From an optimization exercise on the open Yosys and OpenROAD flow, aimed at small area; shortcuts taken in it are not production practice. In this exercise RTL edits were held to simulation tests only and were not proved equivalent to the original. Power is estimated from default activity; no workload was simulated.

--- config.mk ---
export PLATFORM = sky130hd
export DESIGN_NAME = top_module
export DESIGN_NICKNAME = top_module
export VERILOG_FILES = /design/flow/design.v
export SDC_FILE = /design/flow/constraint.sdc
export NUM_CORES = 4
export LEC_CHECK = 0
export CAP_MARGIN = 20
export CORE_MARGIN = 2
export CORE_UTILIZATION = 40
export SLEW_MARGIN = 20
--- constraint.sdc ---
create_clock -name core_clock -period 12.0 [get_ports {clk}]
set_input_delay 2.4000 -clock core_clock [delete_from_list [all_inputs] [get_ports {clk}]]
set_output_delay 2.4000 -clock core_clock [all_outputs]
set_load 0.01 [all_outputs]
--- design.v ---
`timescale 1ns / 1ns
module mux #(
    parameter SIZE = 32,
    parameter CHANNELS = 3
) (
    input [SIZE*CHANNELS-1:0] in,
    input [$clog2(CHANNELS)-1:0] sel,
    output reg [SIZE-1:0] out
);
  integer i;
  always_comb begin
    out = {SIZE{1'b0}};
    for (i = 0; i < CHANNELS; i = i + 1) begin
      if (sel == i) out = in[i*SIZE+:SIZE];
    end
  end
endmodule
`timescale 1ns / 1ns
module alu (
    input [31:0] a,
    input [31:0] b,
    input [1:0] ctrl,
    output reg [31:0] out,
    output [3:0] flags
);
  localparam ALU_ADD_CODE = 2'd0;
  localparam ALU_SUB_CODE = 2'd1;
  localparam ALU_AND_CODE = 2'd2;
  localparam ALU_ORR_CODE = 2'd3;
  always_comb begin
    case (ctrl)
      ALU_ADD_CODE: out = a + b;
      ALU_SUB_CODE: out = a - b;
      ALU_AND_CODE: out = a & b;
      ALU_ORR_CODE: out = a | b;
      default:  out = 32'd0;
    endcase
  end
  assign flags = 4'b0;
endmodule
`timescale 1ns / 1ns
module control_unit (
    input [3:0] cond,
    input [1:0] op,
    input [5:0] funct,
    input [3:0] rd,
    input [3:0] alu_flags,
    output pc_ctrl,
    output mem_to_reg,
    output mem_we,
    output [1:0] alu_ctrl,
    output alu_src,
    output [1:0] imm_src,
    output reg_we,
    output [1:0] reg_src
);
  localparam OP_CODE_DP = 2'b00;
  localparam OP_CODE_MEM = 2'b01;
  localparam OP_CODE_B = 2'b10;
  localparam REG_NUM_PC = 4'd15;
  localparam FUNCT_0_STR = 1'b0;
  localparam FUNCT_0_LDR = 1'b1;
  localparam FUNCT_4_1_ADD = 4'b0100;
  localparam FUNCT_4_1_SUB = 4'b0010;
  localparam FUNCT_4_1_AND = 4'b0000;
  localparam FUNCT_4_1_ORR = 4'b1100;
  localparam FUNCT_5_DP_REG = 1'b0;
  localparam FUNCT_5_DP_IMM = 1'b1;
  localparam FLAGW_1_0_IDLE = 2'b00;
  localparam FLAGW_1_0_UPDATE_CV = 2'b01;
  localparam FLAGW_1_0_UPDATE_NZ = 2'b10;
  localparam FLAGW_1_0_UPDATE_NZCV = 2'b11;
  localparam ALU_ADD_CODE = 2'd0;
  localparam ALU_SUB_CODE = 2'd1;
  localparam ALU_AND_CODE = 2'd2;
  localparam ALU_ORR_CODE = 2'd3;
  wire reg_we_i;
  reg  cond_ex_i;
  wire pc_ctrl_i = (op == OP_CODE_B) || (rd == REG_NUM_PC && reg_we_i);
  wire mem_to_reg_i = (op == OP_CODE_MEM) && (funct[0] == FUNCT_0_LDR);
  wire mem_we_i = (op == OP_CODE_MEM) && (funct[0] == FUNCT_0_STR);
  wire alu_src_i = !((op == OP_CODE_DP) && (funct[5] == FUNCT_5_DP_REG));
  wire [1:0] imm_src_i = op;
  assign reg_we_i = (op == OP_CODE_DP) || (op == OP_CODE_MEM && funct[0] == FUNCT_0_LDR);
  wire [1:0] reg_src_i = {(op == OP_CODE_MEM && funct[0] == FUNCT_0_STR), (op == OP_CODE_B)};
  wire alu_op_i = (op == OP_CODE_DP);
  reg [1:0] alu_ctrl_i;
  reg [1:0] flag_w_i;
  always_comb begin
    if (alu_op_i) begin
      case (funct[4:1])
        FUNCT_4_1_ADD: begin
          alu_ctrl_i = ALU_ADD_CODE;
          if (funct[0]) flag_w_i = FLAGW_1_0_UPDATE_NZCV;
          else flag_w_i = FLAGW_1_0_IDLE;
        end
        FUNCT_4_1_SUB: begin
          alu_ctrl_i = ALU_SUB_CODE;
          if (funct[0]) flag_w_i = FLAGW_1_0_UPDATE_NZCV;
          else flag_w_i = FLAGW_1_0_IDLE;
        end
        FUNCT_4_1_AND: begin
          alu_ctrl_i = ALU_AND_CODE;
          if (funct[0]) flag_w_i = FLAGW_1_0_UPDATE_NZ;
          else flag_w_i = FLAGW_1_0_IDLE;
        end
        FUNCT_4_1_ORR: begin
          alu_ctrl_i = ALU_ORR_CODE;
          if (funct[0]) flag_w_i = FLAGW_1_0_UPDATE_NZ;
          else flag_w_i = FLAGW_1_0_IDLE;
        end
        default: begin
          alu_ctrl_i = ALU_ADD_CODE;
          flag_w_i   = FLAGW_1_0_IDLE;
        end
      endcase
    end else begin
      alu_ctrl_i = ALU_ADD_CODE;
      flag_w_i   = FLAGW_1_0_IDLE;
    end
  end
  wire neg, zero, carry, overflow, ge;
  assign {neg, zero, carry, overflow} = alu_flags;
  assign ge = neg == overflow;
  always_comb begin
    case (cond)
      4'b0000: cond_ex_i = zero;
      4'b0001: cond_ex_i = ~zero;
      4'b0010: cond_ex_i = carry;
      4'b0011: cond_ex_i = ~carry;
      4'b0100: cond_ex_i = neg;
      4'b0101: cond_ex_i = ~neg;
      4'b0110: cond_ex_i = overflow;
      4'b0111: cond_ex_i = ~overflow;
      4'b1000: cond_ex_i = carry & ~zero;
      4'b1001: cond_ex_i = ~(carry & ~zero);
      4'b1010: cond_ex_i = ge;
      4'b1011: cond_ex_i = ~ge;
      4'b1100: cond_ex_i = ~zero & ge;
      4'b1101: cond_ex_i = ~(~zero & ge);
      4'b1110: cond_ex_i = 1'b1;
      default: cond_ex_i = 1'b0;
    endcase
  end
  assign pc_ctrl = cond_ex_i & pc_ctrl_i;
  assign reg_we = cond_ex_i & reg_we_i;
  assign mem_we = cond_ex_i & mem_we_i;
  assign mem_to_reg = mem_to_reg_i;
  assign alu_ctrl = alu_ctrl_i;
  assign alu_src = alu_src_i;
  assign imm_src = imm_src_i;
  assign reg_src = reg_src_i;
endmodule
`timescale 1ns / 1ns
module pc (
    input clk,
    input reset,
    input we,
    input [31:0] wd,
    output reg [31:0] rd
);
  always_ff @(posedge clk) begin
    if (reset) begin
      rd <= 32'h00000000;
    end else begin
      if (we) rd <= wd;
      else rd <= rd + 'd4;
    end
  end
endmodule
`timescale 1ns / 1ns
module reg_file (
    input clk,
    input reset,
    input [3:0] a1,
    input [3:0] a2,
    input [3:0] a3,
    input [31:0] wd3,
    input we3,
    input [31:0] rpc,
    output [31:0] rd1,
    output [31:0] rd2
);
  localparam NUM_OF_REGS = 16;
  localparam PC_REG_ADDR = 15;
  reg [31:0] regs[NUM_OF_REGS-2:0];
  integer i;
  always_ff @(posedge clk) begin
    if (reset) begin
      for (i = 0; i < NUM_OF_REGS - 1; i = i + 1) begin
        regs[i] <= 32'd0;
      end
    end else begin
      if (we3) begin
        if (a1 < 4'd15 && a3 < 4'd15) begin
          regs[a3] <= wd3;
        end
      end
    end
  end
  assign rd1 = a1 == 4'd15 ? rpc : regs[a1];
  assign rd2 = a2 == 4'd15 ? rpc : regs[a2];
endmodule
`timescale 1ns / 1ns
module data_mem #(
    parameter SIZE = 32
) (
    input clk,
    input reset,
    input we,
    input [31:0] a,
    input [31:0] wd,
    output [31:0] rd
);
  reg [31:0] reg_mem_i[SIZE-1:0];
  integer i;
  always_ff @(posedge clk) begin
    if (reset) begin
      for (i = 0; i < SIZE; i = i + 1) begin
        reg_mem_i[i] <= 32'd0;
      end
    end else begin
      if (a < SIZE) begin
        if (we) begin
          reg_mem_i[a[$clog2(SIZE)-1:0]] <= wd;
        end
      end
    end
  end
  assign rd = (a < SIZE) ? reg_mem_i[a[$clog2(SIZE)-1:0]] : 32'd0;
endmodule
`timescale 1ns / 1ns
`default_nettype none
module top_module (
    input wire clk,
    input wire reset,
    output wire [31:0] mem_pc,
    input wire [31:0] inst
);
  wire [3:0] inst_cond = inst[31:28];
  wire [1:0] inst_op = inst[27:26];
  wire [5:0] inst_funct = inst[25:20];
  wire [3:0] inst_rn = inst[19:16];
  wire [3:0] inst_rd = inst[15:12];
  wire [3:0] inst_rm = inst[3:0];
  wire [7:0] inst_imm8 = inst[7:0];
  wire [11:0] inst_imm12 = inst[11:0];
  wire [23:0] inst_imm24 = inst[23:0];
  wire pc_ctrl;
  wire mem_to_reg;
  wire mem_we;
  wire [1:0] alu_ctrl;
  wire alu_src;
  wire [1:0] imm_src;
  wire reg_we;
  wire [1:0] reg_src;
  wire [3:0] alu_flags;
  control_unit u_control_unit (
      .cond      (inst_cond),
      .op        (inst_op),
      .funct     (inst_funct),
      .rd        (inst_rd),
      .alu_flags (alu_flags),
      .pc_ctrl   (pc_ctrl),
      .mem_to_reg(mem_to_reg),
      .mem_we    (mem_we),
      .alu_ctrl  (alu_ctrl),
      .alu_src   (alu_src),
      .imm_src   (imm_src),
      .reg_we    (reg_we),
      .reg_src   (reg_src)
  );
  wire [31:0] alu_out;
  wire [31:0] data_mem_out;
  wire [31:0] data_mem_out_mux = mem_to_reg ? data_mem_out : alu_out;
  wire [31:0] pc;
  assign mem_pc = pc;
  pc u_pc (
      .clk  (clk),
      .reset(reset),
      .we   (pc_ctrl),
      .wd   (data_mem_out_mux),
      .rd   (pc)
  );
  wire [31:0] pc_reg_file = pc + 32'd8;
  wire [ 3:0] reg_file_a1_mux = reg_src[0] ? 4'd15 : inst_rn;
  wire [ 3:0] reg_file_a2_mux = reg_src[1] ? inst_rd : inst_rm;
  wire [31:0] reg_file_rd1;
  wire [31:0] reg_file_rd2;
  reg_file u_reg_file (
      .clk  (clk),
      .reset(reset),
      .a1   (reg_file_a1_mux),
      .a2   (reg_file_a2_mux),
      .a3   (inst_rd),
      .wd3  (data_mem_out_mux),
      .we3  (reg_we),
      .rpc  (pc_reg_file),
      .rd1  (reg_file_rd1),
      .rd2  (reg_file_rd2)
  );
  wire [31:0] ext_imm_out;
  wire [3*32-1:0] ext_imm_in;
  assign ext_imm_in[0*32+:32] = {{24{inst_imm8[7]}}, inst_imm8};
  assign ext_imm_in[1*32+:32] = {{20{inst_imm12[11]}}, inst_imm12};
  assign ext_imm_in[2*32+:32] = {{6{inst_imm24[23]}}, inst_imm24, 2'b00};
  mux #(
      .SIZE    (32),
      .CHANNELS(3)
  ) u_ext_imm (
      .in (ext_imm_in),
      .sel(imm_src),
      .out(ext_imm_out)
  );
  wire [31:0] alu_src_a_mux = reg_file_rd1;
  wire [31:0] alu_src_b_mux = alu_src ? ext_imm_out : reg_file_rd2;
  alu u_alu (
      .a   (alu_src_a_mux),
      .b   (alu_src_b_mux),
      .ctrl(alu_ctrl),
      .out (alu_out),
      .flags(alu_flags)
  );
  data_mem #(
      .SIZE(32)
  ) u_data_mem (
      .clk  (clk),
      .reset(reset),
      .we   (mem_we),
      .a    (alu_out),
      .wd   (reg_file_rd2),
      .rd   (data_mem_out)
  );
endmodule
`default_nettype wire
--- run.sh ---
#!/bin/bash
# synth_recipe.tcl (not shown) runs the flow's synth.tcl, then flattens the netlist and writes it again
# the make line also repeats each setting of config.mk as NAME=value (left out here)
make -C /OpenROAD-flow-scripts/flow DESIGN_CONFIG=/design/flow/config.mk WORK_HOME=/design/flow/orfs CLKGATE_MAP_FILE= SYNTH_SCRIPT=/design/flow/synth_recipe.tcl finish
==> summary.txt <==
Number of library cell types mapped by synthesis = 101
Worst Hold Class = reg -> reg
I/O Pins = 66
Slew Limit Fails = 0
Post-Syn Area per Cell = 10.5 sq um
RSZ-0062 raised after global routing = false
Total CTS buffers = 174
# DRC = 0
Worst hold stages = 3
Slew @ Worst Pin = 1.30 ns
Initial core utilization = 40.2%
Total congestion overflow = 0
Clock buffer depth = 3
Gpl congestion = 1.07
DP HPWL = 240000 um
Clk Latency, worst-skew pair = 0.90 ns
Filler Cells Inserted = 19682
Clk slew on worst S/H paths = 0.06 ns
Post-CTS Setup Bufs = 0
Fmax = 0.0893 GHz
Period Utilization, post-route = 93.4%
CTS tree = built
Worst setup EP type = register
First drt pass iteration count = 10
Setup TNS = 0 ns
Layout cells sized above 1 = 14.2%
Met1 GRT Util = 43.2%
Buffers on Ports = 65
Worst Hold Path EP = u_pc.rd[7]
Final net count = 8154
CP most frequent cell = buf_4
Register area share after synthesis = 54.9%
Instance area after placement = 92500 sq um
Cells after Synth = 8118
Internal reg-to-reg setup slack = 2.73 ns
Worst reg2reg endpoint = u_reg_file.regs[10][11]
Synth Register Bits = 1568
Leakage power = 33.5 nW
Via Count = 76618
Die Ht = 466 um
Initial antenna violation count = 12
First-pass GRT wire length = 538000 um
Worst EP required = 12.59 ns
Via/cell ratio = 6.93
Final Skew = 0.0564 ns
R2R Path Start = u_pc.rd[3]
Routed len/inst = 34.9 um
Critical path class = in -> reg
Mapped cell area = 85200 sq um
Worst setup SP type = input port
Hold Crit Start = u_pc.rd[7]
Setup ws final = 0.797 ns
Vias in the first global route = 71458
Full die area = 217000 sq um
CP max stage delay = 0.87 ns
Largest net degree at the start of global routing = 224
Met3 global-route usage = 10.9%
Ys Warns = 6
Final Hold Viols = 0
Post-Route WL = 386000 um
Largest fanout on the critical path = 92
Status = no timing/DRC/antenna violations
Relative slew margins = 12.6%
Synth Flop Type = edfxtp_1
Die W = 466 um
Met2 Use GR = 50.7%
CTS Root Buffer Type = clkbuf_16
PD cells = 181 nW/um^2
Final setup fails = 0
GRT Total Usage = 34.3%
Arrival @ worst endpoint = 11.79 ns
Area growth, synth to finish = 15.0%
CTS Sinks = 1568
EDFF count, synth = 1536
Fin crit period = 11.20 ns
H-tree depth = 4
Fin area = 98000 sq um
Cells on worst reg2reg path = 29
Worst vdd ir = 0.000165 V
Grt peak-use layer = met2
# resized after CTS = 0
Core Box Area = 212000 sq um
Std cell rows = 169
MaxCap Viol Count = 0
Post-synth ARST share = 0%
Slowest cell on the critical path = o221ai_1
ANT nets after route = 0
CTS Hold Bufs = 0
Iteration-0 DRC Markers = 13835
DP Worst Slack = 0.423 ns
Overall power = 17.8 mW
## cell usage after synthesis (61+ instances only)
| cell type | number | area, sq um |
|---|---|---|
| nand2_1 | 907 | 3400 |
| o211ai_1 | 68 | 510 |
| nor2_1 | 719 | 2700 |
| a21oi_1 | 602 | 3010 |
| o21ai_0 | 171 | 856 |
| a221oi_1 | 61 | 534 |
| mux2_2 | 68 | 766 |
| a22oi_1 | 218 | 1640 |
| clkbuf_1 | 546 | 2050 |
| mux4_2 | 66 | 1490 |
| nor4_1 | 1077 | 6740 |
| buf_2 | 248 | 1240 |
| mux2i_1 | 271 | 2710 |
| nor3_1 | 76 | 380 |
| edfxtp_1 | 1536 | 46100 |
| nand3_1 | 159 | 796 |
| inv_1 | 86 | 323 |
| o22ai_1 | 123 | 769 |
| a21o_1 | 64 | 480 |
| a211oi_1 | 108 | 811 |
| buf_1 | 68 | 255 |
## where the power goes
part           leakage (nW)  switching (mW)  total, mW  internal, mW
Combinational          14.7            4.33       6.11          1.78
Sequential             16.1           0.134       6.37          6.23
Clock                  2.67            2.38       5.28          2.91
Total                  33.5            6.84       17.8          10.9
## through the flow
step / hold WS, ns / util [%] / instances
final: 0.703 / 46.3 / 11051
after global routing: 0.702 / 46.3 / 11045
after CTS: 0.690 / 46.2 / 11044
after detailed placement: 0.673 / 43.7 / 10728
after global placement: 0.672 / 43.7 / 10728
after floorplan: 0.549 / - / 8149
## layer usage
layer | vias to the layer above | wire, um
li1 | 31411 | -
met1 | 37488 | 138000
met2 | 6177 | 166000
met3 | 1526 | 51800
met4 | 16 | 30400
met5 | - | 96
## kinds of logic (layout without fill, tap and decap cells)
logic type / count (synthesis) / after routing / synth area share [%]
compound gates: 1790 / 1790 / 14.0
fa+ha+maj: 49 / 49 / 0.696
simple gates: 3221 / 3221 / 18.7
mux: 406 / 406 / 5.84
buf+inv: 982 / 1056 / 4.91
flops: 1568 / 1568 / 54.9
other cells: 1 / 39 / 0.00440
xor+xnor: 101 / 101 / 1.04
## sequential cells by signal, indices dropped and copies added, names as in the netlist
name	count
u_reg_file.regs	512
u_data_mem.reg_mem_i	1024
u_pc.rd	32
## final cells by class
cell class | count | area [sq um] | share of cell area, %
Timing Repair Buffer | 651 | 6920 | 7.06
Multi-Input combinational cell | 5599 | 35000 | 35.7
Inverter | 89 | 334 | 0.341
Sequential cell | 1568 | 46800 | 47.7
Antenna cell | 7 | 17.5 | 0.0179
Clock buffer | 217 | 4560 | 4.65
Tap cell | 2821 | 3530 | 3.60
Clock inverter | 99 | 927 | 0.946
## how the worst max path moves through the flow
stage | endpoint | depth (start not counted) | slack [ns] | from
2_1_floorplan | u_data_mem.reg_mem_i[21][0] | 28 | 2.44 | inst[13]
3_3_place_gp | u_reg_file.regs[13][11] | 31 | 0.51 | inst[26]
3_5_place_dp | u_reg_file.regs[10][11] | 31 | 0.42 | inst[26]
4_1_cts | u_reg_file.regs[10][11] | 31 | 1.25 | inst[26]
5_1_grt | u_reg_file.regs[3][11] | 30 | 0.59 | inst[26]
6_report | u_reg_file.regs[10][11] | 31 | 0.80 | inst[27]
## critical path, delay by kind of cell
family          cells  cell delay [ns]
fa+ha+maj           1             0.27
xor+xnor            2             0.31
buf+inv             8             2.50
compound gates     12             4.01
simple gates        8             2.15
## cells in the final DEF, fill, tap and decap left out, types with 33 or more instances in the layout
cell type        Yosys  final
mux4_2              66     66
buf_12               0    152
a221oi_1            61     61
and2_1              34     34
a31oi_1             35     33
xnor2_1             50     49
clkinv_2             0     33
clkbuf_1           546     40
clkbuf_16            0    175
ha_1                36     36
mux2_2              68     68
nor3_1              76     70
nor2_1             719    710
inv_1               86     86
nand4_1             41     41
buf_4               12    435
o21ai_0            171    170
a211oi_1           108    107
xor2_1              51     51
nor2b_1             42     40
mux2i_1            271    269
a32oi_1             33     33
o211ai_1            68     68
a22oi_1            218    218
nor4_1            1077   1074
edfxtp_1          1536   1536
clkinv_1             1     35
o22ai_1            123    123
o221ai_1            37     37
nand3_1            159    157
a21oi_1            602    598
nand2_1            907    890
clkdlybuf4s50_1      0     55

==> separate check: timing with driven ports <==
The results above use ideal ports. As a check the final layout listed here was re-extracted and re-timed, cells and wires unchanged.
Step 1 (the two cells are an assumption about what drives the block):
set clk [get_ports {clk}]
set_driving_cell -lib_cell sky130_fd_sc_hd__clkbuf_16 $clk
set_driving_cell -lib_cell sky130_fd_sc_hd__buf_2 [delete_from_list [all_inputs] $clk]
Step 2 moves the port delays by t, midway between the first and last clock arrival at a register: inputs arrive t later, outputs are due t later. That takes back most of the time a late clock gives input paths.
a / b / c = ideal ports / drivers / drivers and shift; a / b = the first two.
t (ns): 0.952
setup WS [ns]: 0.797 / 0.855 / -0.097
worst hold slack (ns): 0.703 / 0.703 / 0.703
worst setup path after step 2: input to register
Met with ideal ports but missed after step 2: setup timing in this run. The setup slack of this run moves by +0.058 ns with the drivers and by -0.894 ns with both steps.
